From an optimization exercise on the open Yosys and OpenROAD flow, aimed at small area; shortcuts taken in it are not production practice.
Where RTL was checked, it was by simulation tests only, not by an equivalence proof against the original.
Only the layout flow was run in run 2; the RTL was not checked for function there.
Power is estimated from default activity; no workload was simulated.

<file path="flow/flow/run.sh">
#!/bin/bash
# The standard layout (standard.sh), with three changes:
#  - synthesis maps the logic with an area-oriented ABC script (flow/area.abc)
#    instead of ORFS's speed script; everything else in synthesis, and so every
#    register, is as in the standard synthesis;
#  - the port buffers are the smallest buffer (buf_1);
#  - clock tree synthesis adds no dummy loads.
set -e
W=$(pwd)
export BUFFER_PORTS_ARGS="-buffer_cell sky130_fd_sc_hd__buf_1"
export CTS_ARGS="-sink_clustering_enable -repair_clock_nets -dont_use_dummy_load -buf_list {sky130_fd_sc_hd__clkbuf_16}"
cat > "$W/flow_synth.tcl" <<EOT
proc abc {args} {
  set i [lsearch -exact \$args -script]
  if { \$i >= 0 } { lset args [expr { \$i + 1 }] $W/flow/area.abc }
  yosys abc {*}\$args
}
source $W/synth_recipe.tcl
EOT
bash standard.sh SYNTH_SCRIPT="$W/flow_synth.tcl" finish > standard.log 2>&1
</file>
<file path="flow/flow/area.abc">
&get -n
&st
&syn2
&dch -f
&nf -a -R 1000
&put
</file>
<file path="flow/standard.sh">
#!/bin/bash
# synth_recipe.tcl (not shown) runs the flow's synth.tcl, then flattens the netlist and writes it again
# the make line also repeats each setting of config.mk as NAME=value (left out here)
make -C /OpenROAD-flow-scripts/flow DESIGN_CONFIG=/design/flow/config.mk WORK_HOME=/design/flow/orfs CLKGATE_MAP_FILE= SYNTH_SCRIPT=/design/flow/synth_recipe.tcl "${@:-finish}"
</file>
<file path="flow/config.mk">
export PLATFORM = sky130hd
export DESIGN_NAME = ddmtd
export DESIGN_NICKNAME = ddmtd
export VERILOG_FILES = /design/flow/design.v
export SDC_FILE = /design/flow/constraint.sdc
export NUM_CORES = 4
export LEC_CHECK = 0
export CAP_MARGIN = 20
export CORE_MARGIN = 2
export CORE_UTILIZATION = 60
export CTS_BUF_LIST = sky130_fd_sc_hd__clkbuf_4 sky130_fd_sc_hd__clkbuf_8
export GPL_TIMING_DRIVEN = 0
export SLEW_MARGIN = 20
</file>
<file path="flow/constraint.sdc">
create_clock -name core_clock -period 4.0 [get_ports {clk_ddmtd_i}]
set_input_delay 0.8000 -clock core_clock [delete_from_list [all_inputs] [get_ports {clk_ddmtd_i}]]
set_output_delay 0.8000 -clock core_clock [all_outputs]
set_load 0.01 [all_outputs]
</file>
<file path="flow/design.v">
module sampler
(
  input  wire       clk_in_i,            
  input  wire       rst_n_ddmtdclk_i,    
  input  wire       clk_ddmtd_i,         
  output reg       clk_sampled_o         
);
  reg  clk_i_d0;
  reg  clk_i_d1;
  reg  clk_i_d2;
  always @(posedge clk_ddmtd_i) begin
    if (!rst_n_ddmtdclk_i) begin
    clk_i_d0 <= 1'b0;
    clk_i_d1 <= 1'b1;
    clk_i_d2 <= 1'b1;
    clk_sampled_o <= 1'b1;
    end
    else begin
    clk_i_d0      <= clk_in_i;
    clk_i_d1      <= ~clk_i_d0;  
    clk_i_d2      <= clk_i_d1;
    clk_sampled_o <= clk_i_d2;
    end
  end
endmodule
module deglitcher
(
  input  wire        rst_n_ddmtdclk_i,
  input  wire        clk_in_i,
  input  wire        clk_ddmtd_i,
  input  wire [15:0] deglitch_threshold_i,
  output reg  [15:0] tag_o,
  output wire        tag_p_o
);
  reg  [1:0]  state;
  reg  [15:0] stab_cntr;
  wire clk_sampled;
  sampler sampler_inst (
    .clk_in_i         (clk_in_i),
    .rst_n_ddmtdclk_i (rst_n_ddmtdclk_i),
    .clk_ddmtd_i      (clk_ddmtd_i),
    .clk_sampled_o    (clk_sampled)
  );
  wire got_edge  = state[1] &  state[0];
  wire wait_edge = state[1] & ~state[0];
  wire eq        = (stab_cntr == deglitch_threshold_i);
  wire clr       = got_edge ? (eq | ~clk_sampled) : clk_sampled;
  assign tag_p_o = ~state[1] & state[0];
  wire [15:0] stab_carry, tag_carry;
  inc_carry stab_inc (.q(stab_cntr), .c(stab_carry));
  inc_carry tag_inc  (.q(tag_o),     .c(tag_carry));
  always @(posedge clk_ddmtd_i) begin
    if (!rst_n_ddmtdclk_i) begin
      state     <= 2'b00;
      stab_cntr <= 16'd0;
    end else begin
      state[1]  <= state[1] ? ~(got_edge & eq) : eq;
      state[0]  <= state[1] & (state[0] | clk_sampled);
      stab_cntr <= clr ? 16'd0 : stab_cntr ^ stab_carry;
    end
  end
  wire tag_step = ~(got_edge & ~clk_sampled & ~eq);
  always @(posedge clk_ddmtd_i)
    tag_o <= (wait_edge & clk_sampled) ? 16'd0 : tag_o ^ (tag_carry & {16{tag_step}});
endmodule
module inc_carry
(
  input  wire [15:0] q,
  output wire [15:0] c
);
  wire [3:0] blk = {&q[15:12], &q[11:8], &q[7:4], &q[3:0]};
  wire [3:0] pre = {&blk[2:0], &blk[1:0], blk[0], 1'b1};
  genvar k;
  generate
    for (k = 0; k < 4; k = k + 1) begin : b
      assign c[4*k]   = pre[k];
      assign c[4*k+1] = pre[k] & q[4*k];
      assign c[4*k+2] = pre[k] & (&q[4*k+1:4*k]);
      assign c[4*k+3] = pre[k] & (&q[4*k+2:4*k]);
    end
  endgenerate
endmodule
module ddmtd
#(
  parameter integer COUNTER_BIT_WIDTH = 16
)
(
  input  wire rst_n_ddmtdclk_i,
  input  wire clk_a_i,
  input  wire clk_b_i,
  input  wire clk_ddmtd_i,
  input  wire [15:0]  deglitch_threshold_i,
  output wire signed [COUNTER_BIT_WIDTH-1:0] phase_diff_o,
  output reg                                 phase_diff_p_o
);
  wire [15:0] rel_a, rel_b;
  wire        tag_a_p, tag_b_p;
  deglitcher deglitcher_inst_a (
    .rst_n_ddmtdclk_i     (rst_n_ddmtdclk_i),
    .clk_in_i             (clk_a_i),
    .clk_ddmtd_i          (clk_ddmtd_i),
    .deglitch_threshold_i (deglitch_threshold_i),
    .tag_o                (rel_a),
    .tag_p_o              (tag_a_p)
  );
  deglitcher deglitcher_inst_b (
    .rst_n_ddmtdclk_i     (rst_n_ddmtdclk_i),
    .clk_in_i             (clk_b_i),
    .clk_ddmtd_i          (clk_ddmtd_i),
    .deglitch_threshold_i (deglitch_threshold_i),
    .tag_o                (rel_b),
    .tag_p_o              (tag_b_p)
  );
  reg  wait_a, wait_b;
  wire wait_tag = ~(wait_a | wait_b);
  wire done_a   = wait_a & tag_a_p;                  
  wire done_b   = wait_b & tag_b_p;                  
  wire both     = wait_tag & tag_a_p & tag_b_p;      
  wire only_a   = wait_tag & tag_a_p & ~tag_b_p;     
  wire only_b   = wait_tag & tag_b_p & ~tag_a_p;     
  always @(posedge clk_ddmtd_i) begin
    if (!rst_n_ddmtdclk_i) begin
      phase_diff_p_o <= 1'b0;
      wait_a         <= 1'b0;
      wait_b         <= 1'b0;
    end else begin
      phase_diff_p_o <= both | done_a | done_b;
      wait_a         <= only_b | (wait_a & ~tag_a_p);
      wait_b         <= only_a | (wait_b & ~tag_b_p);
    end
  end
  reg  [15:0] temp;
  wire [15:0] a = only_a ? rel_a : ((only_b | both | done_b) ? rel_b : temp);
  wire [15:0] b = ~(({16{~(both | done_a)}} | rel_a) & ({16{~done_b}} | temp));
  wire [15:0] g = a & b;
  wire [15:0] p = a ^ b;
  wire [16:0] c;
  assign c[0] = 1'b1;
  genvar k;
  generate
    for (k = 0; k < 16; k = k + 4) begin : cla
      assign c[k+1] = g[k]   | (p[k]   & c[k]);
      assign c[k+2] = g[k+1] | (p[k+1] & g[k]) | (p[k+1] & p[k] & c[k]);
      assign c[k+3] = g[k+2] | (p[k+2] & g[k+1]) | (p[k+2] & p[k+1] & g[k])
                    | (p[k+2] & p[k+1] & p[k] & c[k]);
      assign c[k+4] = g[k+3] | (p[k+3] & g[k+2]) | (p[k+3] & p[k+2] & g[k+1])
                    | (p[k+3] & p[k+2] & p[k+1] & g[k])
                    | (p[k+3] & p[k+2] & p[k+1] & p[k] & c[k]);
    end
  endgenerate
  always @(posedge clk_ddmtd_i)
    temp <= p ^ c[15:0];
  assign phase_diff_o = temp;
endmodule
</file>
==> summary.md, run 1 <==
| Metric | Value |
|---|---|
| Status | `no timing/DRC/antenna violations` |
| Clock tree sinks | `95` |
| Post-layout min period | `3.74 ns` |
| Final HPWL DP | `6150 um` |
| # Max-Cap Violations | `0` |
| WL met3 | `310 um` |
| Number of flops mapped to enable cells by yosys | `0` |
| Crit end category | `flip-flop` |
| P&R area growth vs syn | `12.8%` |
| Synth async-reset ratio | `0%` |
| Setup slack, reg-to-reg | `0.26 ns` |
| Global-route usage over all layers | `21.6%` |
| Startpoint types | `flip-flop` |
| Reg power frac | `51.9%` |
| Least-Margin Pin Slew | `0.939 ns` |
| Internal power | `1.64 mW` |
| Syn Inst Count | `497` |
| Largest cells by area after synthesis | `dfxtp_1, ha_1, xnor2_1` |
| Placed cells | `635` |
| Yosys reg bits | `95` |
| Logic pwr share | `16.6%` |
| CTS root buffer | `clkbuf_16` |
| Final core utilization | `69.5%` |
| Antenna cell count | `0` |
| DR top layer | `met4` |
| Initial DRC count | `119` |
| Yosys top cell by area | `dfxtp_1` |
| Routed vias/inst | `5.52` |
| Arrival time at the worst endpoint | `3.96 ns` |
| Number of global-route vias before repair | `3303` |
| Most instantiated library cell after synthesis | `dfxtp_1` |
| Number of hold buffers added after cts | `0` |
| CTS tree | `yes` |
| Post-synth top cells | `dfxtp_1, nor2_1, nand2_1` |
| Sw frac | `27.0%` |
| Hold violation count in the final report | `0` |
| Met2 wire len | `4190 um` |
| Peak Freq | `0.267 GHz` |
| Cell Count, Final, Fillers Out | `644` |
| CTS max path bufs | `2` |
| WL met1 | `3720 um` |
| Req. time, crit path | `4.22 ns` |
| Post-synthesis cell type count | `35` |
| Skew final | `0.0127 ns` |
| # IOs | `37` |
| Starting Density | `61.6%` |
| Max VDD drop | `220 uV` |
| Pwr Density | `450 nW/um^2` |
| Fin crit share | `93.5%` |
| Drt total wl | `8310 um` |
| Final Instance Area | `4980 um^2` |
| Port bufs | `36` |
| Antenna viol nets, final | `0` |
| H-Tree Depth | `3` |
| Ys flop type | `dfxtp_1` |
| Pin count of the biggest net entering global routing | `34` |
| Hold crit path type | `flip-flop to flip-flop` |
| Synth warn | `3` |
| Clock share of power | `31.5%` |
| Fin Setup TNS | `0 ns` |
| # setup viols final | `0` |
| Synthesized cell area | `4420 um^2` |
| Final hold slack | `0.375 ns` |
| Vias post-DR | `3552` |
| Share of layout cells above drive strength 1 | `4.22%` |
| DIE AREA | `8070 um^2` |
| Syn_nets | `548` |
| Die Width | `89.8 um` |
| Reg clk slew, reported paths | `0.07 ns` |
| Lkg Pwr | `2.11 nW` |
| Post-synthesis average cell area | `8.89 um^2` |
| Sw Pwr | `0.607 mW` |
| Total congestion overflow | `0` |
| Sequential element share of the synthesized area | `43.0%` |
| Pre-antenna DRT Iters | `5` |
| Final Wtd Congestion | `0.769` |
| Rel. slew slack | `37.1%` |
| Total CTS buffers | `9` |
| Post-layout nets | `598` |
| Crit path kind | `flip-flop to flip-flop` |
| Final Slew Violations | `0` |
| Critical path peak fanout | `33` |
| Placed Area | `4700 um^2` |
| Synth top area share | `43.0%` |
| Antenna violations before repair | `0` |
| Core Region | `7180 um^2` |
| Clock insertion delay at the later pin of the skew report | `0.33 ns` |
| RSZ-0062 raised after global routing | `no` |
| Number of remaining DRC errors | `0` |
| Die height | `89.8 um` |
| Rows | `31` |
| Routed WL per cell | `12.9 um` |
| Global-route wire length before repair | `14300 um` |
-- metal layers --
metal,vias to the layer above,global-route usage (%)
li1,1848,-
met1,1629,24.7
met2,67,39.8
met3,8,5.28
met4,0,6.03
met5,-,0
-- stage by stage --
| step | power (mW) | worst slack, ns |
|---|---|---|
| 2_1_floorplan | 1.45 | 0.226 |
| 3_3_place_gp | 1.54 | -0.757 |
| 3_5_place_dp | 1.56 | -0.442 |
| 4_1_cts | 2.27 | 0.0392 |
| 5_1_grt | 2.38 | 0.00776 |
| 6_report | 2.25 | 0.258 |
-- flip-flops by register name, summed over array words and instances, names as in the netlist, 2 cells and up --
register and flops:
deglitcher_inst_b.state 2, deglitcher_inst_b.stab_cntr 16, temp 16, deglitcher_inst_a.stab_cntr 16, deglitcher_inst_a.state 2, deglitcher_inst_b.tag_o 16, deglitcher_inst_a.tag_o 16
-- cell usage in the layout, fill, tap and decap left out, types with 7 or more instances in the layout --
cell / instances
dfxtp_1: 95
nor2_1: 69
nand2_1: 47
xnor2_1: 37
buf_1: 36
ha_1: 28
nor3_1: 26
and3_1: 23
xor2_1: 21
a21oi_1: 21
o22ai_1: 17
a31oi_1: 17
clkinv_1: 15
and2_0: 9
clkbuf_16: 9
a211oi_1: 8
nand3_1: 7
-- critical path, stage by stage, from the launching register on --
cell and delay, ns:
dfxtp_1 0.44, nand2_1 0.10, or4_4 0.68, o21a_1 0.26, ha_1 0.30, o21a_1 0.21
o21a_1 0.20, nand2_1 0.07, nand2_1 0.11, nand3_1 0.12, nand2_1 0.10, and2_0 0.22
nand4_1 0.10, nand2_1 0.10, fa_1 0.45, xor2_1 0.17
-- cells by family after synthesis --
family	synth area share [%]
AO/OA/AOI/OAI	12.0
flip-flops	43.0
buffers and inverters	1.27
AND/OR/NAND/NOR	22.9
adder cells (fa/ha/maj)	9.29
XOR/XNOR	11.5
-- final cells by class --
type | count | area [um^2]
clock buffer | 9 | 225
inverter | 15 | 56.3
fill | 614 | 2190
timing repair buffer | 39 | 158
sequential | 95 | 1900
tap | 99 | 124
multi-input combinational | 387 | 2520
-- power by group through the flow --
stage	Sequential, mW	Combinational (mW)	Clock [mW]
6_report	1.17	0.373	0.706
5_1_grt	1.18	0.424	0.769
4_1_cts	1.16	0.379	0.729
3_5_place_dp	1.19	0.375	0
3_3_place_gp	1.18	0.362	0
2_1_floorplan	1.19	0.255	0
-- worst paths after layout --
kind / end / start / cells past startpoint
hold reg to reg: deglitcher_inst_b.sampler_inst.clk_i_d1 / deglitcher_inst_b.sampler_inst.clk_i_d0 / 1
hold / removal: deglitcher_inst_b.sampler_inst.clk_i_d1 / deglitcher_inst_b.sampler_inst.clk_i_d0 / 1
setup / recovery: temp[13] / deglitcher_inst_a.state[0] / 15
setup reg to reg: temp[13] / deglitcher_inst_a.state[0] / 15
-- what timing repair did --
item	in CTS	in global routing
pin swaps	0	1
endpoints found under the setup margin	6	7
buffers inserted	0	0
gates resized for setup	7	10
==> inputs of run 2 (changes only) <==
--- a/flow/design.v
+++ b/flow/design.v
@@ -47,8 +47,8 @@
   wire clr       = got_edge ? (eq | ~clk_sampled) : clk_sampled;
   assign tag_p_o = ~state[1] & state[0];
   wire [15:0] stab_carry, tag_carry;
-  inc_carry stab_inc (.q(stab_cntr), .c(stab_carry));
-  inc_carry tag_inc  (.q(tag_o),     .c(tag_carry));
+  inc_carry stab_inc (.q(stab_cntr), .ci(1'b1), .c(stab_carry));
+  inc_carry tag_inc  (.q(tag_o),     .ci(clk_sampled | eq), .c(tag_carry));
   always @(posedge clk_ddmtd_i) begin
     if (!rst_n_ddmtdclk_i) begin
       state     <= 2'b00;
@@ -59,17 +59,17 @@
       stab_cntr <= clr ? 16'd0 : stab_cntr ^ stab_carry;
     end
   end
-  wire tag_step = ~(got_edge & ~clk_sampled & ~eq);
   always @(posedge clk_ddmtd_i)
-    tag_o <= (wait_edge & clk_sampled) ? 16'd0 : tag_o ^ (tag_carry & {16{tag_step}});
+    tag_o <= wait_edge ? 16'd0 : tag_o ^ tag_carry;
 endmodule
 module inc_carry
 (
   input  wire [15:0] q,
+  input  wire        ci,
   output wire [15:0] c
 );
   wire [3:0] blk = {&q[15:12], &q[11:8], &q[7:4], &q[3:0]};
-  wire [3:0] pre = {&blk[2:0], &blk[1:0], blk[0], 1'b1};
+  wire [3:0] pre = {ci & (&blk[2:0]), ci & (&blk[1:0]), ci & blk[0], ci};
   genvar k;
   generate
     for (k = 0; k < 4; k = k + 1) begin : b
--- a/flow/flow/run.sh
+++ b/flow/flow/run.sh
@@ -8,7 +8,7 @@
 set -e
 W=$(pwd)
 export BUFFER_PORTS_ARGS="-buffer_cell sky130_fd_sc_hd__buf_1"
-export CTS_ARGS="-sink_clustering_enable -repair_clock_nets -dont_use_dummy_load -buf_list {sky130_fd_sc_hd__clkbuf_16}"
+export CTS_ARGS="-sink_clustering_enable -repair_clock_nets -dont_use_dummy_load -buf_list {sky130_fd_sc_hd__clkbuf_4 sky130_fd_sc_hd__clkbuf_8}"
 cat > "$W/flow_synth.tcl" <<EOT
 proc abc {args} {
   set i [lsearch -exact \$args -script]
==> summary.md, run 2 <==
| Metric | Value |
|---|---|
| Status | `no timing/DRC/antenna violations` |
| Routed WL per cell | `13.3 um` |
| Number of global-route vias before repair | `3335` |
| Most frequent cells in the layout | `dfxtp_1, nor2_1, nand2_1` |
| Hold crit path type | `flip-flop to flip-flop` |
| Antenna viol nets, final | `0` |
| Largest cells by area after synthesis | `dfxtp_1, ha_1, xnor2_1` |
| Die height | `90.8 um` |
| Starting Density | `62.3%` |
| Final HPWL DP | `6190 um` |
| Final Wtd Congestion | `0.780` |
| Global-route usage over all layers | `21.9%` |
| Post-synthesis average cell area | `8.88 um^2` |
| P&R area growth vs syn | `11.1%` |
| Worst r2r dst | `temp[13]` |
| Req. time, crit path | `4.22 ns` |
| Number of hold buffers added after cts | `0` |
| Total congestion overflow | `0` |
| Top delay family on crit path | `simple AND/OR/NAND/NOR gates` |
| Least-Margin Pin Slew | `0.720 ns` |
| Post-layout min period | `3.71 ns` |
| Worst Hold Path EP | `deglitcher_inst_a.sampler_inst.clk_i_d1` |
| Global-route wire length before repair | `14800 um` |
| Crit end category | `flip-flop` |
| Crit-path max cell delay | `0.58 ns` |
| Tot Pwr | `2.20 mW` |
| Critical path peak fanout | `5` |
| Synth async-reset ratio | `0%` |
| Syn Inst Count | `509` |
| Yosys reg bits | `95` |
| Max VDD drop | `206 uV` |
| Number of remaining DRC errors | `0` |
| Fin crit share | `92.8%` |
| Peak Freq | `0.269 GHz` |
| Drt total wl | `8740 um` |
| Rel. slew slack | `52.0%` |
| CTS max path bufs | `2` |
| FF-to-FF Start | `deglitcher_inst_a.state[1]` |
| Yosys top cell by area | `dfxtp_1` |
| Fillers | `619` |
| Most instantiated library cell after synthesis | `dfxtp_1` |
| Pwr Density | `439 nW/um^2` |
| Cell Count, Final, Fillers Out | `659` |
| Worst path cell trace | `clkinv_1 -> nand2_1 -> or4_4 -> o21a_1 -> ha_1 -> o21a_1 -> o21a_1 -> a21oi_2 -> nand2b_1 -> nand3_1 -> nand2_1 -> nor2_1 -> nand4_1 -> nand2_1 -> fa_1 -> xor2_1` |
| Cells on worst reg2reg path | `16` |
| DIE AREA | `8240 um^2` |
| Arrival time at the worst endpoint | `3.94 ns` |
| Syn_nets | `566` |
| Ys flop type | `dfxtp_1` |
| Worst hold start | `deglitcher_inst_a.sampler_inst.clk_i_d0` |
| Core Region | `7250 um^2` |
| Skew final | `0.0211 ns` |
| Post-synthesis cell type count | `30` |
| Final hold slack | `0.376 ns` |
| Antenna violations before repair | `0` |
| # Max-Cap Violations | `0` |
| Buf/Inv on CP | `1` |
| Placed cells | `645` |
| Reg clk slew, reported paths | `0.09 ns` |
| Synthesized cell area | `4520 um^2` |
| Pre-antenna DRT Iters | `4` |
| Setup slack, reg-to-reg | `0.29 ns` |
| Synth top area share | `42.1%` |
| Clock tree sinks | `95` |
| Hold violation count in the final report | `0` |
| Antenna cell count | `0` |
| Most common cell after layout, fill and taps aside | `dfxtp_1` |
| Post-layout nets | `619` |
| Hold path depth | `1` |
| Initial DRC count | `120` |
| Rows | `31` |
| CTS tree | `yes` |
| Area of the multi-input gates | `2590 um^2` |
| Post-synth top cells | `dfxtp_1, nor2_1, nand2_1` |
| Final Slew Violations | `0` |
| Pin count of the biggest net entering global routing | `34` |
| # IOs | `37` |
| Lkg Pwr | `2.07 nW` |
| CTS root buffer | `clkbuf_8` |
| Clock insertion delay at the later pin of the skew report | `0.35 ns` |
| Critical Path Slowest Stage Cell | `or4_4` |
| Share of layout cells above drive strength 1 | `4.64%` |
| Fin Setup TNS | `0 ns` |
| Total CTS buffers | `9` |
| Routed vias/inst | `5.42` |
| Port bufs | `36` |
| Die Width | `90.8 um` |
| Crit path kind | `flip-flop to flip-flop` |
| # setup viols final | `0` |
| Startpoint types | `flip-flop` |
| Number of flops mapped to enable cells by yosys | `0` |
| Synth warn | `3` |
| Register area | `1900 um^2` |
| H-Tree Depth | `3` |
| Sequential element share of the synthesized area | `42.1%` |
| Vias post-DR | `3575` |
[run 2: cell types whose count changed in the layout (fill, tap and decap cells not counted), sizes merged, moves of 3 or more]
cell,delta
clkinv,+12
a31oi,+4
and3,-10
nand3,+3
a21oi,-5
a211oi,-7
xnor2,+7
o21ai,+4
nor3,-6
ha,+6
nand2b,+3
[run 2: power by group]
part / switching (mW) / total [mW] / internal, mW / leakage [nW]
Sequential: 0.127 / 1.22 / 1.09 / 0.777
Combinational: 0.255 / 0.496 / 0.241 / 1.23
Clock: 0.284 / 0.486 / 0.202 / 0.0647
[run 2: worst max-delay path by stage]
stage	end	from	cells past startpoint
floorplan	temp[13]	deglitcher_inst_b.state[0]	18
global placement	temp[13]	deglitcher_inst_b.state[0]	18
detailed placement	temp[13]	deglitcher_inst_b.state[0]	18
CTS	temp[13]	deglitcher_inst_b.state[0]	18
global route	temp[13]	deglitcher_inst_a.state[1]	17
finish	temp[13]	deglitcher_inst_a.state[1]	16
[run 2: kinds of logic after synthesis]
family                   Yosys count  synth area share, %
AO/OA/AOI/OAI                     77                 10.5
flip-flops                        95                 42.1
adder cells (fa/ha/maj)           37                 10.7
buffers and inverters             27                 2.24
XOR/XNOR                          66                 12.8
AND/OR/NAND/NOR                  207                 21.6
[run 2: metal layers]
| metal | global-route usage (%) | share of wire (%) |
|---|---|---|
| met3 | 3.26 | 2.7 |
| met1 | 27.7 | 46 |
| met4 | 7.58 | 2.0 |
| met5 | 0 | 0 |
| met2 | 38.2 | 50 |
[run 2: stage by stage]
step	worst slack, ns	utilization [%]	instance area [um^2]
final	0.287	69.2	5020
after global routing	-0.00990	69.2	5020
after CTS	0.0130	68.0	4930
after detailed placement	-0.484	66.0	4780
after global placement	-0.762	65.9	4780
after floorplan	0.153	-	4520
[run 2: cell type report]
| cell class | count | area share (%) |
|---|---|---|
| Multi-Input combinational cell | 388 | 51.7 |
| Clock buffer | 9 | 2.47 |
| Inverter | 27 | 2.02 |
| Tap cell | 99 | 2.47 |
| Sequential cell | 95 | 37.9 |
| Timing Repair Buffer | 41 | 3.44 |
[run 2: what timing repair did]
action                                  4_1_cts  5_1_grt
buffers inserted                              0        4
pin swaps                                     0        1
gates cloned                                  0        1
endpoints found under the setup margin        7        4
resized for setup                             7       10
==> inputs of run 3 (changes only) <==
--- a/flow/design.v
+++ b/flow/design.v
@@ -47,8 +47,8 @@
   wire clr       = got_edge ? (eq | ~clk_sampled) : clk_sampled;
   assign tag_p_o = ~state[1] & state[0];
   wire [15:0] stab_carry, tag_carry;
-  inc_carry stab_inc (.q(stab_cntr), .ci(1'b1), .c(stab_carry));
-  inc_carry tag_inc  (.q(tag_o),     .ci(clk_sampled | eq), .c(tag_carry));
+  inc_carry stab_inc (.q(stab_cntr), .c(stab_carry));
+  inc_carry tag_inc  (.q(tag_o),     .c(tag_carry));
   always @(posedge clk_ddmtd_i) begin
     if (!rst_n_ddmtdclk_i) begin
       state     <= 2'b00;
@@ -59,17 +59,17 @@
       stab_cntr <= clr ? 16'd0 : stab_cntr ^ stab_carry;
     end
   end
+  wire tag_step = ~(got_edge & ~clk_sampled & ~eq);
   always @(posedge clk_ddmtd_i)
-    tag_o <= wait_edge ? 16'd0 : tag_o ^ tag_carry;
+    tag_o <= (wait_edge & clk_sampled) ? 16'd0 : tag_o ^ (tag_carry & {16{tag_step}});
 endmodule
 module inc_carry
 (
   input  wire [15:0] q,
-  input  wire        ci,
   output wire [15:0] c
 );
   wire [3:0] blk = {&q[15:12], &q[11:8], &q[7:4], &q[3:0]};
-  wire [3:0] pre = {ci & (&blk[2:0]), ci & (&blk[1:0]), ci & blk[0], ci};
+  wire [3:0] pre = {&blk[2:0], &blk[1:0], blk[0], 1'b1};
   genvar k;
   generate
     for (k = 0; k < 4; k = k + 1) begin : b
@@ -130,12 +130,17 @@
     end
   end
   reg  [15:0] temp;
-  wire [15:0] a = only_a ? rel_a : ((only_b | both | done_b) ? rel_b : temp);
-  wire [15:0] b = ~(({16{~(both | done_a)}} | rel_a) & ({16{~done_b}} | temp));
+  wire        a_rel_b  = tag_b_p & ~wait_a;                
+  wire        a_temp   = wait_a | (wait_b & ~tag_b_p);     
+  wire        b_nrel_a = only_a | both | done_a;
+  wire        b_ones   = wait_b & ~tag_b_p;
+  wire        ci       = ~(wait_b | only_a);
+  wire [15:0] a = ({16{a_rel_b}} & rel_b) | ({16{a_temp}} & temp);
+  wire [15:0] b = ({16{b_nrel_a}} & ~rel_a) | ({16{done_b}} & temp) | {16{b_ones}};
   wire [15:0] g = a & b;
   wire [15:0] p = a ^ b;
   wire [16:0] c;
-  assign c[0] = 1'b1;
+  assign c[0] = ci;
   genvar k;
   generate
     for (k = 0; k < 16; k = k + 4) begin : cla
==> summary.md, run 3 <==
| Metric | Value |
|---|---|
| Number of hold buffers added after cts | `0` |
| Pin count of the biggest net entering global routing | `22` |
| Post-layout min period | `3.79 ns` |
| H-Tree Depth | `3` |
| Startpoint types | `flip-flop` |
| Final HPWL DP | `6030 um` |
| Syn_nets | `520` |
| Post-layout nets | `577` |
| Critical path peak fanout | `16` |
| Clock share of power | `29.2%` |
| Crit end category | `flip-flop` |
| Die Width | `89.4 um` |
| Global-route usage over all layers | `22.3%` |
| CTS root buffer | `clkbuf_8` |
| Fin crit share | `94.8%` |
| # setup viols final | `0` |
| Synth top area share | `43.4%` |
| Pwr Density | `337 nW/um^2` |
| Internal power | `1.26 mW` |
| Status | `no timing/DRC/antenna violations` |
| Skew final | `0.0147 ns` |
| Starting Density | `61.0%` |
| Final Slew Violations | `0` |
| Largest cells by area after synthesis | `dfxtp_1, ha_1, xnor2_1` |
| Drt total wl | `8510 um` |
| Number of remaining DRC errors | `0` |
| Worst Hold Path EP | `deglitcher_inst_b.sampler_inst.clk_i_d1` |
| Reg clk slew, reported paths | `0.08 ns` |
| Clock tree sinks | `95` |
| Placed cells | `606` |
| Port bufs | `36` |
| Yosys top cell by area | `dfxtp_1` |
| Final Instance Area | `4910 um^2` |
| Rel. slew slack | `27.2%` |
| Number of flops mapped to enable cells by yosys | `0` |
| Core Region | `7180 um^2` |
| Antenna violations before repair | `0` |
| Crit path kind | `flip-flop to flip-flop` |
| Routed WL per cell | `13.7 um` |
| Share of layout cells above drive strength 1 | `6.49%` |
| Sw frac | `23.6%` |
| Worst hold start | `deglitcher_inst_b.sampler_inst.clk_i_d0` |
| Syn Inst Count | `469` |
| Most instantiated library cell after synthesis | `dfxtp_1` |
| # IOs | `37` |
| Least-Margin Pin Slew | `1.09 ns` |
| Cell Count, Final, Fillers Out | `623` |
| Hold path depth | `1` |
| Die height | `89.4 um` |
| CTS max path bufs | `2` |
| Most frequent cells in the layout | `dfxtp_1, nor2_1, o21ai_0, buf_1, xnor2_1` |
| Hold violation count in the final report | `0` |
| Final core utilization | `68.4%` |
| Final Wtd Congestion | `0.787` |
| Req. time, crit path | `4.24 ns` |
| Logic pwr share | `6.3%` |
| Yosys reg bits | `95` |
| DIE AREA | `8000 um^2` |
| Worst r2r dst | `temp[13]` |
| Lkg Pwr | `2.07 nW` |
| Setup slack, reg-to-reg | `0.21 ns` |
| Arrival time at the worst endpoint | `4.03 ns` |
| RSZ-0062 raised after global routing | `no` |
| Synthesized cell area | `4380 um^2` |
| Antenna viol nets, final | `0` |
| P&R area growth vs syn | `12.2%` |
| Initial DRC count | `88` |
| Peak Freq | `0.264 GHz` |
| Antenna cell count | `0` |
| Sw Pwr | `0.390 mW` |
| Post-synth top cells | `dfxtp_1, nor2_1, o21ai_0` |
| Number of global-route vias before repair | `3197` |
| Sequential element share of the synthesized area | `43.4%` |
| CTS tree | `yes` |
| Ys flop type | `dfxtp_1` |
| Rows | `31` |
| # Max-Cap Violations | `0` |
| Synth warn | `3` |
| Fillers | `637` |
| Cells on worst reg2reg path | `17` |
| Hold crit path type | `flip-flop to flip-flop` |
| Global-route wire length before repair | `13800 um` |
| Synth async-reset ratio | `0%` |
| Total congestion overflow | `0` |
| Post-synthesis average cell area | `9.33 um^2` |
| Routed vias/inst | `5.54` |
| Vias post-DR | `3449` |
| Post-synthesis cell type count | `34` |
| Pre-antenna DRT Iters | `4` |
| Clock insertion delay at the later pin of the skew report | `0.34 ns` |
| Placed Area | `4660 um^2` |
| Total CTS buffers | `9` |
| Reg power frac | `64.5%` |
| Most common cell after layout, fill and taps aside | `dfxtp_1` |
| Max VDD drop | `207 uV` |
| FF-to-FF Start | `deglitcher_inst_b.state[1]` |
==> run 3: power by group through the flow <==
| stage | Combinational [mW] | Clock, mW | Sequential [mW] |
|---|---|---|---|
| 6_report | 0.104 | 0.483 | 1.07 |
| 5_1_grt | 0.122 | 0.543 | 1.08 |
| 4_1_cts | 0.105 | 0.506 | 1.07 |
| 3_5_place_dp | 0.103 | 0 | 1.09 |
| 3_3_place_gp | 0.0972 | 0 | 1.09 |
| 2_1_floorplan | 0.0783 | 0 | 1.07 |
==> run 3: worst max-delay path by stage <==
stage,start,to,slack (ns),cells after the start
final,deglitcher_inst_b.state[1],temp[13],0.21,17
after global routing,wait_b,temp[13],0.03,18
after CTS,deglitcher_inst_b.state[0],temp[13],-0.07,17
after detailed placement,wait_b,temp[13],-1.11,17
after global placement,deglitcher_inst_b.state[1],temp[13],-0.98,17
after floorplan,deglitcher_inst_b.state[1],temp[13],0.002,17
==> run 3: critical path, cell delays in order, from the launching register on <==
cell      delay, ns
dfxtp_2        0.36
nand2b_4       0.22
a21o_4         0.32
a22o_1         0.20
ha_1           0.34
and3_1         0.24
nand2_1        0.07
nand3_1        0.07
a31oi_2        0.18
nor2b_1        0.08
nand4_1        0.09
nand3_1        0.16
and2_0         0.24
and4_1         0.23
a211oi_2       0.22
inv_2          0.07
fa_1           0.43
xor2_1         0.16
==> run 3: cells by family after synthesis <==
kind of cell,share of synthesized area (%)
AOI/OAI and AO/OA,16.0
and+or+nand+nor,18.0
DFF,43.4
buffers and inverters,1.63
adders and majority gates,9.55
xor gates and xnor gates,11.4
==> run 3: timing repair <==
action	in CTS	in global routing
gates resized for setup	7	14
setup buffers	3	4
setup endpoints to repair	10	8
pin swaps	1	1
cloned	0	1
==> run 3: through the flow <==
step	TNS (ns)	hold WS, ns	power (mW)	setup WS, ns
global route	0	0.409	1.74	0.0282
finish	0	0.387	1.65	0.208
floorplan	0	0.350	1.15	0.00165
detailed placement	-6.12	0.359	1.19	-1.11
CTS	-0.0660	0.385	1.68	-0.0660
global placement	-4.77	0.353	1.18	-0.980
==> run 3: final cells by class <==
cell class	instances	area, um^2	share of cell area (%)
tap	99	124	2.52
sequential	95	1910	38.9
timing repair buffer	45	215	4.38
multi-input combinational	356	2470	50.2
clock buffer	9	124	2.52
inverter	19	71.3	1.45
==> run 3: metal layers <==
layer	vias up	wire length, um	global-route usage [%]	share of wire, %
li1	1786	-	-	-
met1	1599	3740	25.8	44
met2	52	4310	39.6	51
met3	12	303	5.45	3.6
met4	0	161	8.96	1.9
met5	-	0	0	0
==> inputs of run 4 (changes only) <==
--- a/flow/config.mk
+++ b/flow/config.mk
@@ -7,7 +7,7 @@
 export LEC_CHECK = 0
 export CAP_MARGIN = 20
 export CORE_MARGIN = 2
-export CORE_UTILIZATION = 60
+export CORE_UTILIZATION = 70
 export CTS_BUF_LIST = sky130_fd_sc_hd__clkbuf_4 sky130_fd_sc_hd__clkbuf_8
 export GPL_TIMING_DRIVEN = 0
 export SLEW_MARGIN = 20
==> summary.md, run 4 <==
| Metric | Value |
|---|---|
| Status | `no timing/DRC/antenna violations` |
| Clock insertion delay at the later pin of the skew report | `0.35 ns` |
| Largest cells by area after synthesis | `dfxtp_1, ha_1, xnor2_1` |
| Final Wtd Congestion | `0.817` |
| Lkg Pwr | `2.09 nW` |
| CTS root buffer | `clkbuf_8` |
| Rows | `28` |
| Xor-xnor portion of the synthesized cell area | `11.4%` |
| CTS tree | `yes` |
| Most common cell after layout, fill and taps aside | `dfxtp_1` |
| Clock tree sinks | `95` |
| Final HPWL DP | `6170 um` |
| Most used cell, CP | `nand3_1` |
| Post-synthesis cell type count | `34` |
| Register area | `1910 um^2` |
| Area of the multi-input gates | `2470 um^2` |
| Number of remaining DRC errors | `0` |
| Ys flop type | `dfxtp_1` |
| Rel. slew slack | `54.9%` |
| Drt total wl | `8960 um` |
| Final Slew Violations | `0` |
| DIE AREA | `6900 um^2` |
| Placed Area | `4620 um^2` |
| Post-layout nets | `581` |
| Synth warn | `3` |
| Worst Setup Slack, final | `0.269 ns` |
| # setup viols final | `0` |
| Critical Path Slowest Stage Cell | `fa_1` |
| # Max-Cap Violations | `0` |
| # IOs | `37` |
| Final Instance Area | `4900 um^2` |
| Global-route usage over all layers | `27.3%` |
| Routed WL per cell | `14.9 um` |
| Vias post-DR | `3597` |
| Hold violation count in the final report | `0` |
| Crit-path max cell delay | `0.43 ns` |
| Total CTS buffers | `9` |
| RSZ-0062 raised after global routing | `no` |
| Syn Inst Count | `469` |
| Post-synthesis average cell area | `9.33 um^2` |
| Number of hold buffers added after cts | `0` |
| Max VDD drop | `265 uV` |
| P&R area growth vs syn | `11.9%` |
| Antenna cell count | `0` |
| Least-Margin Pin Slew | `0.676 ns` |
| Yosys reg bits | `95` |
| Main combinational cell family by area after synthesis | `simple AND/OR/NAND/NOR gates` |
| Fin crit share | `93.3%` |
| Port bufs | `36` |
| Syn_nets | `520` |
| Number of global-route vias before repair | `3609` |
| Arrival time at the worst endpoint | `3.97 ns` |
| Die height | `83.1 um` |
| Setup WS pre-CTS | `-1.05 ns` |
| Fillers | `375` |
| Total congestion overflow | `0` |
| Fin Setup TNS | `0 ns` |
| Starting Density | `73.1%` |
| Yosys top cell by area | `dfxtp_1` |
| Pre-antenna DRT Iters | `4` |
| Final hold slack | `0.377 ns` |
| Skew final | `0.0187 ns` |
| Initial DRC count | `230` |
| Req. time, crit path | `4.23 ns` |
| Pin count of the biggest net entering global routing | `22` |
| Crit path kind | `flip-flop to flip-flop` |
| Peak Freq | `0.268 GHz` |
| Final core utilization | `81.8%` |
| Synth top area share | `43.4%` |
| Hold crit path type | `flip-flop to flip-flop` |
| Routed vias/inst | `5.97` |
| Pwr Density | `339 nW/um^2` |
| Number of flops mapped to enable cells by yosys | `0` |
| Crit end category | `flip-flop` |
| Post-layout min period | `3.73 ns` |
| Antenna violations before repair | `0` |
| Most instantiated library cell after synthesis | `dfxtp_1` |
| Critical path peak fanout | `12` |
| Share of layout cells above drive strength 1 | `7.39%` |
| Post-synthesis compound-gate area fraction | `16.0%` |
| Synth async-reset ratio | `0%` |
| Startpoint types | `flip-flop` |
| Sequential element share of the synthesized area | `43.4%` |
| Mux contribution to synthesized area | `0%` |
| Synthesized cell area | `4380 um^2` |
| Core Region | `5990 um^2` |
| Reg clk slew, reported paths | `0.09 ns` |
| Adder-Cell Fraction of Synth Area | `9.55%` |
| CTS max path bufs | `2` |
| Area share of and/or/nand/nor cells after synthesis | `18.0%` |
| Global-route wire length before repair | `15700 um` |
| Most frequent cells in the layout | `dfxtp_1, nor2_1, o21ai_0, buf_1, xnor2_1` |
| Antenna viol nets, final | `0` |
| H-Tree Depth | `3` |
| Post-synth top cells | `dfxtp_1, nor2_1, o21ai_0` |
| Worst path cell trace | `nand2b_4 -> a21o_4 -> a22o_1 -> ha_1 -> and3_1 -> nand2_1 -> nand3_1 -> a31oi_2 -> nor2b_1 -> nand4_1 -> nand3_1 -> and2_0 -> and4_1 -> a211oi_2 -> inv_2 -> fa_1 -> xor2_1` |
| Die Width | `83.1 um` |
[run 4: cell counts after synthesis]
No cell type changed its count.
[run 4: timing repair]
action                     in CTS  in global routing
hold endpoints to repair        0                  0
gates resized for setup         9                 13
setup buffers                   5                  6
pin swaps                       3                  1
setup endpoints to repair      10                  9
gates cloned                    0                  1
[run 4: layout make-up]
type / instances / area share, %
Clock buffer: 9 / 2.53
Timing Repair Buffer: 49 / 4.75
Sequential cell: 95 / 39.0
Tap cell: 75 / 1.91
Multi-Input combinational cell: 356 / 50.4
Inverter: 19 / 1.46
[run 4: worst paths after layout]
path / end / startpoint / slack (ns) / cells past startpoint
worst min-delay path: deglitcher_inst_a.sampler_inst.clk_i_d1 / deglitcher_inst_a.sampler_inst.clk_i_d0 / 0.38 / 1
worst min register to register: deglitcher_inst_a.sampler_inst.clk_i_d1 / deglitcher_inst_a.sampler_inst.clk_i_d0 / 0.38 / 1
worst max-delay path: temp[13] / deglitcher_inst_b.state[1] / 0.27 / 17
worst max register to register: temp[13] / deglitcher_inst_b.state[1] / 0.27 / 17
[run 4: power breakdown]
| group | switching, mW | internal, mW |
|---|---|---|
| Sequential | 0.0596 | 1.01 |
| Combinational | 0.0552 | 0.0536 |
| Clock | 0.286 | 0.202 |
[run 4: worst max-delay path, delay by kind of cell (launching register included)]
kind	cells	cell delay [ns]
adder cells (fa/ha/maj)	2	0.76
AO/OA/AOI/OAI	4	0.93
AND/OR/NAND/NOR	9	1.32
XOR/XNOR	1	0.16
buffers and inverters	1	0.07
flip-flops	1	0.38
[run 4: cell families (layout without fill, tap and decap cells)]
group | after synthesis | in the layout
and+or+nand+nor | 156 | 157
DFF | 95 | 95
AOI/OAI and AO/OA | 111 | 111
adders and majority gates | 31 | 31
buffers and inverters | 19 | 77
xor gates and xnor gates | 57 | 57
[run 4: through the flow]
step                instances  power (mW)
floorplan                 469        1.15
global placement          580        1.18
detailed placement        582        1.19
CTS                       596        1.66
global route              603        1.73
finish                    603        1.66
[run 4: per-layer routing]
layer | GRT usage [%] | vias up | wire length, um
met1 | 32.7 | 1682 | 3880
met4 | 11.9 | 0 | 133
li1 | - | 1794 | -
met2 | 48.9 | 104 | 4510
met5 | 0 | - | 0
met3 | 3.68 | 17 | 434
==> inputs of run 5 (changes only) <==
==> flow/flow/area.abc (replaced) <==
&get -n
&st
&syn3
&syn2
&dch -f
&nf -a -R 1000
&put
==> flow/config.mk (replaced) <==
export PLATFORM = sky130hd
export DESIGN_NAME = ddmtd
export DESIGN_NICKNAME = ddmtd
export VERILOG_FILES = /design/flow/design.v
export SDC_FILE = /design/flow/constraint.sdc
export NUM_CORES = 4
export LEC_CHECK = 0
export CAP_MARGIN = 0
export CORE_MARGIN = 2
export CORE_UTILIZATION = 60
export CTS_BUF_LIST = sky130_fd_sc_hd__clkbuf_4 sky130_fd_sc_hd__clkbuf_8
export GPL_TIMING_DRIVEN = 0
export SLEW_MARGIN = 0
==> summary.md, run 5 <==
| Metric | Value |
|---|---|
| Drt total wl | `8230 um` |
| Antenna violations before repair | `0` |
| GR peak layer | `met2` |
| Most instantiated library cell after synthesis | `dfxtp_1` |
| H-Tree Depth | `3` |
| Core Region | `6910 um^2` |
| Most frequent cells in the layout | `dfxtp_1, nor2_1, o21ai_0` |
| Worst Hold Path EP | `deglitcher_inst_a.sampler_inst.clk_i_d1` |
| Lkg Pwr | `2.06 nW` |
| Routed vias/inst | `5.33` |
| Port bufs | `36` |
| Status | `no timing/DRC/antenna violations` |
| Reg clk slew, reported paths | `0.09 ns` |
| CTS tree | `yes` |
| Hold violation count in the final report | `0` |
| Total CTS buffers | `9` |
| # Max-Cap Violations | `0` |
| Worst hold start | `deglitcher_inst_a.sampler_inst.clk_i_d0` |
| Yosys reg bits | `95` |
| P&R area growth vs syn | `12.9%` |
| Starting Density | `62.7%` |
| CTS max path bufs | `2` |
| Post-synthesis cell type count | `30` |
| # IOs | `37` |
| Syn_nets | `520` |
| Pin count of the biggest net entering global routing | `23` |
| Hold path depth | `1` |
| Share of layout cells above drive strength 1 | `6.86%` |
| Least-Margin Pin Slew | `1.23 ns` |
| Most common cell after layout, fill and taps aside | `dfxtp_1` |
| Tot Pwr | `1.64 mW` |
| Synth warn | `3` |
| Syn Inst Count | `469` |
| Final Wtd Congestion | `0.810` |
| Final core utilization | `70.8%` |
| Clock tree sinks | `95` |
| Peak Freq | `0.267 GHz` |
| CTS root buffer | `clkbuf_8` |
| Arrival time at the worst endpoint | `3.99 ns` |
| Crit end category | `flip-flop` |
| Post-synth top cells | `dfxtp_1, nor2_1, o21ai_0` |
| FF-to-FF Start | `wait_a` |
| Global-route usage over all layers | `21.8%` |
| Post-layout nets | `578` |
| Clock insertion delay at the later pin of the skew report | `0.35 ns` |
| Placed cells | `601` |
| Synthesized cell area | `4330 um^2` |
| Cells on worst reg2reg path | `18` |
| Placed Area | `4610 um^2` |
| Final HPWL DP | `5800 um` |
| Worst path cell trace | `nor2_4 -> buf_4 -> a22o_1 -> ha_1 -> a21o_1 -> a21oi_4 -> o21ai_1 -> and2_0 -> nand4_1 -> nand2_1 -> a21o_1 -> a21oi_2 -> nor2b_1 -> o21ai_0 -> nand2b_1 -> buf_4 -> fa_1 -> xor2_1` |
| Synth top area share | `43.9%` |
| Met1 usage | `25.6%` |
| Antenna cell count | `0` |
| Hold crit path type | `flip-flop to flip-flop` |
| Number of global-route vias before repair | `3093` |
| Cell Count, Final, Fillers Out | `621` |
| Post-layout min period | `3.74 ns` |
| Ys flop type | `dfxtp_1` |
| Skew final | `0.0191 ns` |
| Rel. slew slack | `17.4%` |
| Synth async-reset ratio | `0%` |
| Yosys top cell by area | `dfxtp_1` |
| Total congestion overflow | `0` |
| Sequential element share of the synthesized area | `43.9%` |
| Antenna viol nets, final | `0` |
| Number of remaining DRC errors | `0` |
| Final Instance Area | `4890 um^2` |
| Routed WL per cell | `13.2 um` |
| Pre-antenna DRT Iters | `4` |
| Fin Setup TNS | `0 ns` |
| Number of flops mapped to enable cells by yosys | `0` |
| Pwr Density | `336 nW/um^2` |
| Final Slew Violations | `0` |
| Worst r2r dst | `temp[13]` |
| Vias post-DR | `3307` |
| Crit path kind | `flip-flop to flip-flop` |
| Fin crit share | `93.5%` |
| Rows | `30` |
| Startpoint types | `flip-flop` |
| Req. time, crit path | `4.25 ns` |
| Largest cells by area after synthesis | `dfxtp_1, ha_1, xnor2_1` |
| Fillers | `583` |
| Die height | `89.0 um` |
| Setup slack, reg-to-reg | `0.26 ns` |
| Max VDD drop | `250 uV` |
| Crit-path max cell delay | `0.51 ns` |
| DIE AREA | `7910 um^2` |
| Post-synthesis average cell area | `9.23 um^2` |
| Initial DRC count | `118` |
| Met3 usage | `6.19%` |
| Die Width | `89.0 um` |
| Global-route wire length before repair | `13400 um` |
| GR Util met2 | `39.6%` |
| Critical path peak fanout | `7` |
| # setup viols final | `0` |
| Critical Path Slowest Stage Cell | `dfxtp_1` |
==> run 5: changes by cell type after synthesis, sizes merged, moves of 5 or more <==
cell    previous run  this run
a211oi            10         4
nand3              8         3
nor2              51        61
o21ai             36        42
==> run 5: kinds of logic (layout without fill, tap and decap cells) <==
group                    Yosys count  count (layout)  synth area share (%)
adder cells (fa/ha/maj)           31              31                  9.65
AO/OA/AOI/OAI                     96              96                  13.4
flip-flops                        95              95                  43.9
AND/OR/NAND/NOR                  168             169                  19.3
buffers and inverters             19              74                  1.65
XOR/XNOR                          60              60                  12.1
==> run 5: how the worst max path moves through the flow <==
stage,start,endpoint,cells past startpoint
after floorplan,deglitcher_inst_b.state[1],temp[15],21
after global placement,wait_b,temp[15],20
after detailed placement,wait_b,temp[15],20
after CTS,deglitcher_inst_b.state[1],temp[15],21
after global routing,wait_a,temp[15],20
final,wait_a,temp[13],18
==> run 5: report_power, final <==
| group | switching [mW] | internal (mW) | total (mW) |
|---|---|---|---|
| Clock | 0.274 | 0.202 | 0.476 |
| Sequential | 0.0515 | 1.01 | 1.06 |
| Combinational | 0.0519 | 0.0543 | 0.106 |
| Total | 0.378 | 1.26 | 1.64 |
==> run 5: layer usage <==
layer	vias to the layer above	routed length [um]
met5	-	0
met1	1493	3690
met4	0	70
li1	1757	-
met3	7	276
met2	50	4190
==> run 5: through the flow <==
step	hold slack, ns	setup WS (ns)
global placement	0.354	-0.804
finish	0.377	0.261
detailed placement	0.361	-0.916
floorplan	0.350	0.0491
global route	0.392	-0.00374
CTS	0.383	0.0301
==> run 5: final cells by class <==
type | instances | area (um^2) | share of cell area, %
Inverter | 19 | 71.3 | 1.46
Sequential cell | 95 | 1910 | 39.1
Tap cell | 96 | 120 | 2.46
Clock buffer | 9 | 124 | 2.53
Multi-Input combinational cell | 356 | 2450 | 50.2
Timing Repair Buffer | 46 | 210 | 4.30
==> run 5: repair_timing <==
| action | 4_1_cts | 5_1_grt |
|---|---|---|
| hold buffers | 0 | 0 |
| resized for setup | 9 | 15 |
| buffers inserted | 6 | 4 |
| cloned | 1 | 0 |
| pin swaps | 3 | 1 |
| setup endpoints to repair | 5 | 10 |
==> run 5: worst max-delay path: cells and delay by family (launching register included) <==
family / cells / cell delay [ns]
xor gates and xnor gates: 1 / 0.17
buffers and inverters: 2 / 0.33
and+or+nand+nor: 6 / 0.63
adders and majority gates: 2 / 0.72
AOI/OAI and AO/OA: 7 / 1.30
DFF: 1 / 0.51
==> inputs of run 6 (changes only) <==
==> flow/flow/area.abc (replaced) <==
strash
dc2
&get -n
&syn2
&dch -f
&nf -a -R 1000
&put
==> summary.md, run 6 <==
| Metric | Value |
|---|---|
| Number of global-route vias before repair | `3224` |
| Synthesized cell area | `4320 um^2` |
| Number of remaining DRC errors | `0` |
| Worst path cell trace | `nand2b_4 -> nor2_4 -> nor2_4 -> a22o_1 -> ha_1 -> clkinv_1 -> nor2_1 -> o21ai_1 -> nand2b_1 -> and2_4 -> o21ai_2 -> nand2b_1 -> a31oi_2 -> nor2b_1 -> o21ai_1 -> nand2b_1 -> nand3_1 -> nand2_1 -> and2_4 -> o21ai_2 -> nand2b_1 -> buf_4 -> fa_2 -> xor2_1` |
| DIE AREA | `7890 um^2` |
| RSZ-0062 raised after global routing | `yes` |
| Global-route usage over all layers | `23.5%` |
| Post-synthesis compound-gate area fraction | `13.0%` |
| Starting Density | `62.8%` |
| Pwr Density | `331 nW/um^2` |
| Share of layout cells above drive strength 1 | `11.0%` |
| Adder-Cell Fraction of Synth Area | `9.68%` |
| Synth async-reset ratio | `0%` |
| Number of flops mapped to enable cells by yosys | `0` |
| Drt total wl | `8570 um` |
| Post-synth top cells | `dfxtp_1, nor2_1, o21ai_0` |
| Fin crit share | `96.7%` |
| # IOs | `37` |
| Cell Count, Final, Fillers Out | `632` |
| Critical path peak fanout | `3` |
| Tot Pwr | `1.65 mW` |
| Lkg Pwr | `2.09 nW` |
| Largest cells by area after synthesis | `dfxtp_1, ha_1, xnor2_1` |
| Setup WS pre-CTS | `-0.942 ns` |
| Final Slew Violations | `0` |
| CTS tree | `yes` |
| Most common cell after layout, fill and taps aside | `dfxtp_1` |
| Syn Inst Count | `468` |
| Syn_nets | `519` |
| Total congestion overflow | `0` |
| Xor-xnor portion of the synthesized cell area | `12.0%` |
| Vias post-DR | `3406` |
| Main combinational cell family by area after synthesis | `simple AND/OR/NAND/NOR gates` |
| Status | `no timing/DRC/antenna violations` |
| Core Region | `6870 um^2` |
| Final Instance Area | `4980 um^2` |
| Antenna viol nets, final | `0` |
| Clock insertion delay at the later pin of the skew report | `0.36 ns` |
| Initial DRC count | `169` |
| # Max-Cap Violations | `0` |
| Skew final | `0.0230 ns` |
| Number of hold buffers added after cts | `0` |
| Crit end category | `flip-flop` |
| Routed WL per cell | `13.6 um` |
| Routed vias/inst | `5.39` |
| Mux contribution to synthesized area | `0%` |
| Post-synthesis cell type count | `30` |
| Most frequent cells in the layout | `dfxtp_1, nor2_1, o21ai_0` |
| Die Width | `88.8 um` |
| Least-Margin Pin Slew | `1.28 ns` |
| CTS max path bufs | `2` |
| Rows | `30` |
| Hold crit path type | `flip-flop to flip-flop` |
| Final HPWL DP | `5890 um` |
| Critical Path Slowest Stage Cell | `fa_2` |
| Ys flop type | `dfxtp_1` |
| Synth top area share | `44.1%` |
| Req. time, crit path | `4.25 ns` |
| Peak Freq | `0.259 GHz` |
| Post-synthesis average cell area | `9.22 um^2` |
| Most instantiated library cell after synthesis | `dfxtp_1` |
| Placed Area | `4610 um^2` |
| Port bufs | `36` |
| Max VDD drop | `187 uV` |
| H-Tree Depth | `3` |
| Most used cell, CP | `nand2b_1` |
| Antenna cell count | `0` |
| Sequential element share of the synthesized area | `44.1%` |
| Top delay family on crit path | `simple AND/OR/NAND/NOR gates` |
| Die height | `88.8 um` |
| Post-layout min period | `3.87 ns` |
| Reg clk slew, reported paths | `0.09 ns` |
| # setup viols final | `0` |
| Clock tree sinks | `95` |
| Placed cells | `600` |
| Arrival time at the worst endpoint | `4.11 ns` |
| Startpoint types | `flip-flop` |
| P&R area growth vs syn | `15.4%` |
| Synth warn | `3` |
| Pre-antenna DRT Iters | `6` |
| Worst Setup Slack, final | `0.133 ns` |
| Yosys top cell by area | `dfxtp_1` |
| CTS root buffer | `clkbuf_8` |
| Post-layout nets | `589` |
| Buf/Inv on CP | `2` |
| Total CTS buffers | `9` |
| Crit path kind | `flip-flop to flip-flop` |
| Pin count of the biggest net entering global routing | `17` |
| Yosys reg bits | `95` |
| Global-route wire length before repair | `14300 um` |
| Crit-path max cell delay | `0.38 ns` |
| Area share of and/or/nand/nor cells after synthesis | `19.7%` |
| Rel. slew slack | `14.3%` |
| Antenna violations before repair | `0` |
| Fin Setup TNS | `0 ns` |
| Final Wtd Congestion | `0.726` |
| Hold violation count in the final report | `0` |
[run 6: power by group]
group / switching, mW / internal, mW / leakage, nW
clock: 0.290 / 0.202 / 0.0647
sequential: 0.0464 / 1.00 / 0.775
combinational: 0.0489 / 0.0541 / 1.25
[run 6: cells by family (layout without fill, tap and decap cells)]
group | Yosys count | after routing
adders and majority gates | 31 | 31
AOI/OAI and AO/OA | 93 | 93
xor gates and xnor gates | 59 | 59
buffers and inverters | 18 | 86
DFF | 95 | 95
and+or+nand+nor | 172 | 172
[run 6: worst paths after layout]
| check | from | to | slack, ns | cells past startpoint |
|---|---|---|---|---|
| worst min-delay path | deglitcher_inst_b.sampler_inst.clk_i_d0 | deglitcher_inst_b.sampler_inst.clk_i_d1 | 0.38 | 1 |
| worst max register to register | deglitcher_inst_b.state[1] | temp[13] | 0.13 | 24 |
| worst min register to register | deglitcher_inst_b.sampler_inst.clk_i_d0 | deglitcher_inst_b.sampler_inst.clk_i_d1 | 0.38 | 1 |
| worst max-delay path | deglitcher_inst_b.state[1] | temp[13] | 0.13 | 24 |
[run 6: cell type report]
class | instances | area, um^2
tap | 96 | 120
timing repair buffer | 59 | 312
sequential | 95 | 1910
multi-input combinational | 355 | 2440
clock buffer | 9 | 124
fill | 546 | 1890
inverter | 18 | 67.6
[run 6: repair_timing]
| item | CTS | global route |
|---|---|---|
| buffers inserted | 16 | 6 |
| pin swaps | 5 | 10 |
| endpoints found under the setup margin | 8 | 11 |
| gates resized for setup | 13 | 23 |
[run 6: layer usage]
layer | vias up | track usage [%] | part of all wire [%]
met5 | - | 0 | 0
met4 | 0 | 8.95 | 1.7
met3 | 13 | 3.54 | 2.9
met2 | 45 | 43.6 | 52
met1 | 1572 | 27.0 | 43
li1 | 1776 | - | -
[run 6: per-stage QoR]
step                      utilization (%)  hold slack (ns)
after floorplan                         -            0.350
after global placement               67.1            0.353
after detailed placement             67.1            0.356
after CTS                            71.0            0.378
after global routing                 72.5            0.394
final                                72.5            0.377
==> inputs of run 7 (changes only) <==
==> flow/flow/area.abc (replaced) <==
&get -n
&st
&syn2
&dch -f
&nf -a -R 1000
&put
--- a/flow/config.mk
+++ b/flow/config.mk
@@ -10,4 +10,5 @@
 export CORE_UTILIZATION = 60
 export CTS_BUF_LIST = sky130_fd_sc_hd__clkbuf_4 sky130_fd_sc_hd__clkbuf_8
 export GPL_TIMING_DRIVEN = 0
+export PLACE_DENSITY = 0.8
 export SLEW_MARGIN = 0
==> summary.md, run 7 <==
| Metric | Value |
|---|---|
| Global-route wire length before repair | `14100 um` |
| Least-Margin Pin Slew | `1.20 ns` |
| Post-layout nets | `575` |
| Worst r2r dst | `temp[13]` |
| Clock insertion delay at the later pin of the skew report | `0.35 ns` |
| Initial DRC count | `193` |
| Arrival time at the worst endpoint | `4.02 ns` |
| Sequential element share of the synthesized area | `43.4%` |
| Synthesized cell area | `4380 um^2` |
| Register area | `1910 um^2` |
| CTS max path bufs | `2` |
| Post-synthesis average cell area | `9.33 um^2` |
| Hold crit path type | `flip-flop to flip-flop` |
| Drt total wl | `8610 um` |
| Final Slew Violations | `0` |
| FF-to-FF Start | `deglitcher_inst_b.state[1]` |
| Share of layout cells above drive strength 1 | `5.75%` |
| Post-synth top cells | `dfxtp_1, nor2_1, o21ai_0` |
| Critical path peak fanout | `16` |
| Synth warn | `3` |
| Number of global-route vias before repair | `3197` |
| Clock share of power | `29.4%` |
| Crit path kind | `flip-flop to flip-flop` |
| Most used cell, CP | `nand3_1` |
| Fin crit share | `94.3%` |
| Die Width | `89.4 um` |
| Routed vias/inst | `5.77` |
| WL met1 | `3780 um` |
| RSZ-0062 raised after global routing | `no` |
| Most instantiated library cell after synthesis | `dfxtp_1` |
| Max VDD drop | `221 uV` |
| Antenna violations before repair | `0` |
| Reg power frac | `64.2%` |
| Pwr Density | `340 nW/um^2` |
| Vias post-DR | `3584` |
| Met2 wire len | `4360 um` |
| Worst hold start | `deglitcher_inst_a.sampler_inst.clk_i_d0` |
| Peak Freq | `0.265 GHz` |
| Cells on worst reg2reg path | `17` |
| Placed Area | `4640 um^2` |
| DIE AREA | `8000 um^2` |
| Rel. slew slack | `19.6%` |
| Reg clk slew, reported paths | `0.09 ns` |
| Most frequent cells in the layout | `dfxtp_1, nor2_1, o21ai_0, buf_1, xnor2_1` |
| Hold violation count in the final report | `0` |
| Synth async-reset ratio | `0%` |
| Worst path cell trace | `nand2b_4 -> a21o_4 -> a22o_1 -> ha_1 -> and3_1 -> nand2_1 -> nand3_1 -> a31oi_2 -> nor2b_1 -> nand4_1 -> nand3_1 -> and2_0 -> and4_1 -> a211oi_2 -> inv_2 -> fa_1 -> xor2_1` |
| Startpoint types | `flip-flop` |
| Area of the multi-input gates | `2460 um^2` |
| Die height | `89.4 um` |
| Number of flops mapped to enable cells by yosys | `0` |
| Final Wtd Congestion | `0.767` |
| Antenna cell count | `0` |
| Post-layout min period | `3.77 ns` |
| Pre-antenna DRT Iters | `5` |
| CTS tree | `yes` |
| Req. time, crit path | `4.25 ns` |
| Yosys top cell by area | `dfxtp_1` |
| Critical Path Slowest Stage Cell | `fa_1` |
| Crit end category | `flip-flop` |
| Port bufs | `36` |
| Rows | `31` |
| WL met3 | `330 um` |
| DR top layer | `met4` |
| Starting Density | `61.0%` |
| Final core utilization | `68.0%` |
| Post-synthesis cell type count | `34` |
| Syn_nets | `520` |
| Final Instance Area | `4880 um^2` |
| Pin count of the biggest net entering global routing | `22` |
| # setup viols final | `0` |
| # Max-Cap Violations | `0` |
| Most common cell after layout, fill and taps aside | `dfxtp_1` |
| Routed WL per cell | `13.9 um` |
| Final HPWL DP | `6010 um` |
| Number of remaining DRC errors | `0` |
| H-Tree Depth | `3` |
| Status | `no timing/DRC/antenna violations` |
| Clock tree sinks | `95` |
| Worst Hold Path EP | `deglitcher_inst_a.sampler_inst.clk_i_d1` |
| Lkg Pwr | `2.06 nW` |
| Largest cells by area after synthesis | `dfxtp_1, ha_1, xnor2_1` |
| Internal power | `1.26 mW` |
| Syn Inst Count | `469` |
| CTS root buffer | `clkbuf_8` |
| Antenna viol nets, final | `0` |
| Core Region | `7180 um^2` |
| Sw frac | `23.7%` |
| Logic pwr share | `6.4%` |
| Total CTS buffers | `9` |
| Setup slack, reg-to-reg | `0.23 ns` |
| Global-route usage over all layers | `22.5%` |
| Synth top area share | `43.4%` |
| P&R area growth vs syn | `11.4%` |
| Sw Pwr | `0.393 mW` |
| Skew final | `0.0225 ns` |
| # IOs | `37` |
| Yosys reg bits | `95` |
| Ys flop type | `dfxtp_1` |
| Hold path depth | `1` |
| Number of hold buffers added after cts | `0` |
| Final hold slack | `0.378 ns` |
| Cell Count, Final, Fillers Out | `621` |
| Crit-path max cell delay | `0.43 ns` |
| Total congestion overflow | `0` |
| Fillers | `589` |
| Placed cells | `604` |
==> run 7: how the worst max path moves through the flow <==
stage / startpoint / slack [ns] / to
after floorplan: deglitcher_inst_b.state[1] / 0.002 / temp[13]
after detailed placement: deglitcher_inst_b.state[0] / -1.00 / temp[13]
after global routing: deglitcher_inst_b.state[1] / 0.04 / temp[13]
final: deglitcher_inst_b.state[1] / 0.23 / temp[13]
after global placement: deglitcher_inst_b.state[1] / -0.95 / temp[13]
after CTS: deglitch_threshold_i[5] / 0.02 / deglitcher_inst_b.tag_o[15]
==> run 7: cells by family after synthesis <==
kind of cell | count (synthesis) | share of synthesized area (%)
DFF | 95 | 43.4
AOI/OAI and AO/OA | 111 | 16.0
and+or+nand+nor | 156 | 18.0
buffers and inverters | 19 | 1.63
xor gates and xnor gates | 57 | 11.4
adders and majority gates | 31 | 9.55
==> run 7: routing by layer <==
layer	global-route usage, %	vias to the layer above
li1	-	1791
met1	27.0	1692
met2	40.6	86
met3	3.42	15
met4	7.87	0
met5	0	-
==> run 7: cell type report <==
cell class,count,share of cell area [%]
multi-input cells,356,50.5
well taps,99,2.54
flip-flops and latches,95,39.1
clock buffers,9,2.54
inverters,19,1.46
repair buffers,43,3.85
==> run 7: power by group through the flow <==
stage	clock, mW	sequential (mW)	combinational [mW]
global route	0.536	1.07	0.121
global placement	0	1.08	0.0966
floorplan	0	1.07	0.0783
finish	0.488	1.06	0.106
detailed placement	0	1.08	0.105
CTS	0.500	1.06	0.106
==> run 7: per-stage QoR <==
stage	setup WS [ns]	power (mW)	setup TNS, ns
global placement	-0.954	1.18	-4.44
global route	0.0368	1.73	0
detailed placement	-1.00	1.19	-5.26
CTS	0.0201	1.67	0
finish	0.230	1.66	0
floorplan	0.00165	1.15	0
==> run 7: what timing repair did <==
item / in CTS / in global routing
setup endpoints to repair: 10 / 7
setup buffers: 5 / 2
gates cloned: 0 / 1
pin swaps: 2 / 1
resized for setup: 11 / 9
==> run 7: worst max-delay path: cells and delay by family (launching register included) <==
| family | cells | cell delay (ns) |
|---|---|---|
| DFF | 1 | 0.38 |
| AOI/OAI and AO/OA | 4 | 0.94 |
| buffers and inverters | 1 | 0.08 |
| xor gates and xnor gates | 1 | 0.17 |
| and+or+nand+nor | 9 | 1.34 |
| adders and majority gates | 2 | 0.75 |

## separate check: timing with driven ports
The results above use ideal ports. As a check the final layouts listed here were re-extracted and re-timed, cells and wires unchanged. Step 1 assumes that a clkbuf_16 drives the clock port and a buf_2 every other input. Step 2 moves the port delays by t, midway between the first and last clock arrival at a register: inputs arrive t later, outputs are due t later. That takes back most of the time a late clock gives input paths. a / b / c = no drivers / after step 1 / after step 2; a / b = the first two.
run | t (ns) | setup slack, ns | clock arrival spread, ns
run 1 | 0.357 | 0.258 / 0.258 / -0.082 | 0.013 / 0.013
run 2 | 0.373 | 0.287 / 0.287 / 0.287 | 0.021 / 0.021
run 3 | 0.367 | 0.208 / 0.208 / -0.031 | 0.015 / 0.015
run 4 | 0.371 | 0.269 / 0.269 / -0.085 | 0.019 / 0.019
run 5 | 0.372 | 0.261 / 0.261 / -0.086 | 0.019 / 0.019
run 6 | 0.378 | 0.133 / 0.133 / -0.123 | 0.023 / 0.023
run 7 | 0.370 | 0.230 / 0.230 / -0.100 | 0.022 / 0.022
With both steps, setup timing fails in 6 of these runs, where it was met with ideal ports. For run 4, which loses most, drivers alone change the setup slack by 0.000 ns; drivers and shift together by -0.354 ns.
